From an optimization exercise on the open Yosys and OpenROAD flow, aimed at small area; shortcuts taken in it are not production practice.
Function was checked by simulation only, so behaviour that the tests miss may differ from the original.
No activity file was given, so power comes from the tool's default toggle rates.

==> run E <==
Design uart_trx, start of the top module:
module uart_trx #(parameter baudrate = 115200)
(
	input clk,
	input rst,
	input [7:0] data_byte,
	input data_ready,
	output output_tx,
	input rx,
	output [7:0] out_data,
	output done
);
==> module uart_tx, before the edit <==
module uart_tx #(parameter baudrate = 115200)
(
	input clk,
	input rst,
	input [7:0] data_byte,
	input data_ready,
	output reg output_tx
);
	parameter IDLE = 2'b00;
	parameter START = 2'b01;
	parameter DATA = 2'b10;
	parameter END = 2'b11;
	parameter clk_freq = 10000000;
	parameter clks_per_byte = clk_freq / baudrate;
	reg [2:0] state;
	reg [24:0] clk_count;
	reg [3:0] bit_index;
	always @(posedge clk)
	begin
		if (rst)
		begin
			state <= IDLE;
			clk_count <= 0;
			bit_index <= 0;
			output_tx <= 1;
		end
		else
		case (state)
			IDLE:
			begin
				output_tx <= 1;	 
				if (data_ready == 1)   
					begin
						clk_count <= 0;
						state <= START;
					end
			end
			START:
			begin
				output_tx <= 0;   
				clk_count <= clk_count + 1;
				if (clk_count == clks_per_byte)
					begin
					clk_count <= 0;
					state <= DATA;
					end
			end
			DATA:
			begin
				output_tx <= (bit_index > 7) ? 1'b1 : data_byte[bit_index[2:0]];
				clk_count <= clk_count + 1;
				if (clk_count == clks_per_byte)
					begin
						clk_count <= 0;
						bit_index <= bit_index + 1;
					end
				if (bit_index > 7)
					begin
						bit_index <= 0;
						state <= END;
					end
				end
			END:
			begin
				output_tx <= 1;
				clk_count <= clk_count + 1;
				if (clk_count == clks_per_byte) 
					begin
						clk_count <= 0;
						state <= IDLE;
					end
			end
		endcase
	end
endmodule
==> module uart_rx, before the edit <==
module uart_rx #(parameter baudrate = 115200) (
	input clk,
	input rst,
	input rx,
	output reg [7:0] out_data,
	output reg done
);
	parameter IDLE = 2'b00;
	parameter START = 2'b01;
	parameter DATA = 2'b10;
	parameter END = 2'b11;
	parameter clk_freq = 10000000;
	parameter clks_per_byte = clk_freq / baudrate;
	reg [2:0] state;
	reg [24:0] clk_count;
	reg [3:0] bit_index;
	reg [7:0] data;
	always @(posedge clk) 
	begin
		if (rst)
		begin
			state <= IDLE;
			clk_count <= 0;
			bit_index <= 0;
			data <= 0;
			done <= 0;
		end
		else
		case (state)
			IDLE: 
			begin
				done <= 0;
				if (rx == 0)
				begin			
					bit_index <= 0;
					clk_count <= 0;
					state <= START;
				end
			end
			START:
			begin
				clk_count <= clk_count + 1;
				if (clk_count == (clks_per_byte / 2)) 
				begin
					clk_count <= 0;
					state <= DATA;
				end
			end
			DATA:
			begin
				clk_count <= clk_count + 1;
				if (clk_count == clks_per_byte)
				begin
					data[bit_index[2:0]] = rx;
					clk_count <= 0;
					bit_index <= bit_index + 1;
					if (bit_index >= 7) 
					begin			
						state <= END;
					end
				end
			end
			END:	 
			begin
				clk_count <= clk_count + 1;
				if (clk_count == clks_per_byte) 
				begin
					done <= 1;
					out_data <= data;
					clk_count <= 0;
					state <= IDLE;
				end
			end
		endcase
	end
endmodule
==> flow/config.mk <==
export PLATFORM = sky130hd
export DESIGN_NAME = uart_trx
export DESIGN_NICKNAME = uart_trx
export VERILOG_FILES = /design/flow/design.v
export SDC_FILE = /design/flow/constraint.sdc
export NUM_CORES = 4
export LEC_CHECK = 0
export CAP_MARGIN = 20
export CORE_MARGIN = 2
export CORE_UTILIZATION = 40
export SLEW_MARGIN = 20
==> flow/constraint.sdc <==
create_clock -name core_clock -period 10.0 [get_ports {clk}]
set_input_delay 2.0000 -clock core_clock [delete_from_list [all_inputs] [get_ports {clk}]]
set_output_delay 2.0000 -clock core_clock [all_outputs]
set_load 0.01 [all_outputs]
run.sh (not shown) runs the stock make flow with config.mk's settings and CLKGATE_MAP_FILE= SYNTH_SCRIPT=/design/flow/synth_recipe.tcl, a recipe that flattens the netlist after the stock synthesis.
==> run X (differences from run E) <==
==> flow/design.v (replaced) <==
module uart_tx #(parameter baudrate = 115200)
(
	input clk,
	input rst,
	input [7:0] data_byte,
	input data_ready,
	output reg output_tx
);
	localparam [3:0] START = 4'b0000;
	localparam [3:0] STOP  = 4'b0001;
	localparam [3:0] IDLE  = 4'b0011;
	reg [3:0] phase;
	reg [6:0] cnt;
	wire idle = (phase == IDLE);
	wire tc = cnt[0] & cnt[1] & cnt[3] & cnt[4];
	always @(posedge clk)
	begin
		cnt <= (idle | tc) ? 7'b0110010 : {cnt[5:0], ~(cnt[6] ^ cnt[2])};
		if (rst)
			phase <= IDLE;
		else if (idle)
			phase <= data_ready ? START : IDLE;
		else if (tc)
			case (phase)
				START:   phase <= 4'b1000;
				4'b1111: phase <= STOP;
				STOP:    phase <= IDLE;
				default: phase <= phase + 4'd1;
			endcase
		if (rst)
			output_tx <= 1'b1;
		else if (phase[3])
			output_tx <= data_byte[phase[2:0]];
		else
			output_tx <= (phase != START);
	end
endmodule
module uart_rx #(parameter baudrate = 115200)
(
	input clk,
	input rst,
	input rx,
	output reg [7:0] out_data,
	output done
);
	localparam [3:0] IDLE  = 4'd0;
	localparam [3:0] DONE  = 4'd1;
	localparam [3:0] START = 4'd2;   
	localparam [3:0] LAST  = 4'd11;  
	reg [3:0] phase;
	reg [6:0] cnt;
	reg [7:0] data;
	wire idle = (phase == IDLE) | (phase == DONE);
	wire tc = cnt[0] & cnt[1] & cnt[3] & cnt[4];
	assign done = (phase == DONE);
	always @(posedge clk)
	begin
		cnt <= idle ? 7'b1101000 : tc ? 7'b0110010 : {cnt[5:0], ~(cnt[6] ^ cnt[2])};
		if (rst)
			phase <= IDLE;
		else if (idle)
			phase <= rx ? IDLE : START;
		else if (tc)
			phase <= (phase == LAST) ? DONE : phase + 4'd1;
		if (tc)
			data <= {rx, data[7:1]};
		if (tc && phase == LAST)
			out_data <= data;
	end
endmodule
module uart_trx #(parameter baudrate = 115200)
(
	input clk,
	input rst,
	input [7:0] data_byte,
	input data_ready,
	output output_tx,
	input rx,
	output [7:0] out_data,
	output done
);
	uart_tx #(.baudrate(baudrate)) tx(
		.clk(clk), .rst(rst), .data_byte(data_byte), .data_ready(data_ready),
		.output_tx(output_tx));
	uart_rx #(.baudrate(baudrate)) rxu(
		.clk(clk), .rst(rst), .rx(rx), .out_data(out_data), .done(done));
endmodule
==> flow/flow/run.sh (new file) <==
#!/bin/bash
# Standard layout, with the port buffers made of the smallest buffer.
export BUFFER_PORTS_ARGS="-buffer_cell sky130_fd_sc_hd__buf_1"
bash standard.sh finish > standard.log 2>&1
==> flow/standard.sh (new file) <==
#!/bin/bash
# synth_recipe.tcl (not shown) runs the flow's synth.tcl, then flattens the netlist and writes it again
# the make line also repeats each setting of config.mk as NAME=value (left out here)
make -C /OpenROAD-flow-scripts/flow DESIGN_CONFIG=/design/flow/config.mk WORK_HOME=/design/flow/orfs CLKGATE_MAP_FILE= SYNTH_SCRIPT=/design/flow/synth_recipe.tcl "${@:-finish}"
--- a/flow/config.mk
+++ b/flow/config.mk
@@ -9,3 +9,5 @@
 export CORE_MARGIN = 2
-export CORE_UTILIZATION = 40
+export CORE_UTILIZATION = 70
+export CTS_BUF_LIST = sky130_fd_sc_hd__clkbuf_4
+export CTS_CLUSTER_SIZE = 50
 export SLEW_MARGIN = 20
removed: flow/run.sh
==> run summary <==
metric                                                          run E                  run X
Result of the run                                      finished clean         finished clean
Worst setup SP type                                     primary input               register
Area taken by flip-flops and latches                    0.00168 sq mm              941 sq um
Placement-stage worst setup slack                             6.10 ns                6.97 ns
Cell Rows                                                          38                     16
Standby leakage power                                      0.00161 uW            0.000615 uW
Multi-input logic portion of the cell area                      51.1%                  31.4%
Hold worst-path end                         rxu.out_data[1]$_DFFE_PP_  rxu.cnt[6]$_SDFF_PN1_
Final period util                                               35.5%                  32.9%
Min setup slack post-route                                    6.45 ns                6.71 ns
Met1 track demand over resource                                 21.8%                  31.0%
Mean cell area of the mapped netlist                       8.63 sq um             12.2 sq um
Worst Path Arrival                                            3.85 ns                1.29 ns
Compound-Gate Fraction of Synth Area                            22.4%                  9.45%
Count of multi-input gates                                        374                     75
Least-Margin Pin Slew                                         1.06 ns               0.674 ns

## what the ideal ports hide
The flow's constraints put no driver on any port. The routed layouts listed below were extracted and timed again, unchanged, in two steps.
Step 1 (the two cells are an assumption about what drives the block):
set clk [get_ports {clk}]
set_driving_cell -lib_cell sky130_fd_sc_hd__clkbuf_16 $clk
set_driving_cell -lib_cell sky130_fd_sc_hd__buf_2 [delete_from_list [all_inputs] $clk]
Step 2 times the ports against the registers' clock, not the clock port: input delays grow and output delays shrink by t, the midpoint of the rising clock arrivals with the driver on.
Three values: ideal ports, drivers, drivers and shift; two values: the first two.
| run | t (ns) | setup WS [ns] | hold slack, ns |
|---|---|---|---|
| run E | 0.381 | 6.448 / 6.449 / 6.068 | 0.435 / 0.435 / 0.435 |
| run X | 0.350 | 6.711 / 6.690 / 6.957 | 0.446 / 0.446 / 0.446 |
After both steps setup and hold are still met in every run listed. For run E, which loses most, drivers alone change the setup slack by +0.001 ns; drivers and shift together by -0.380 ns.
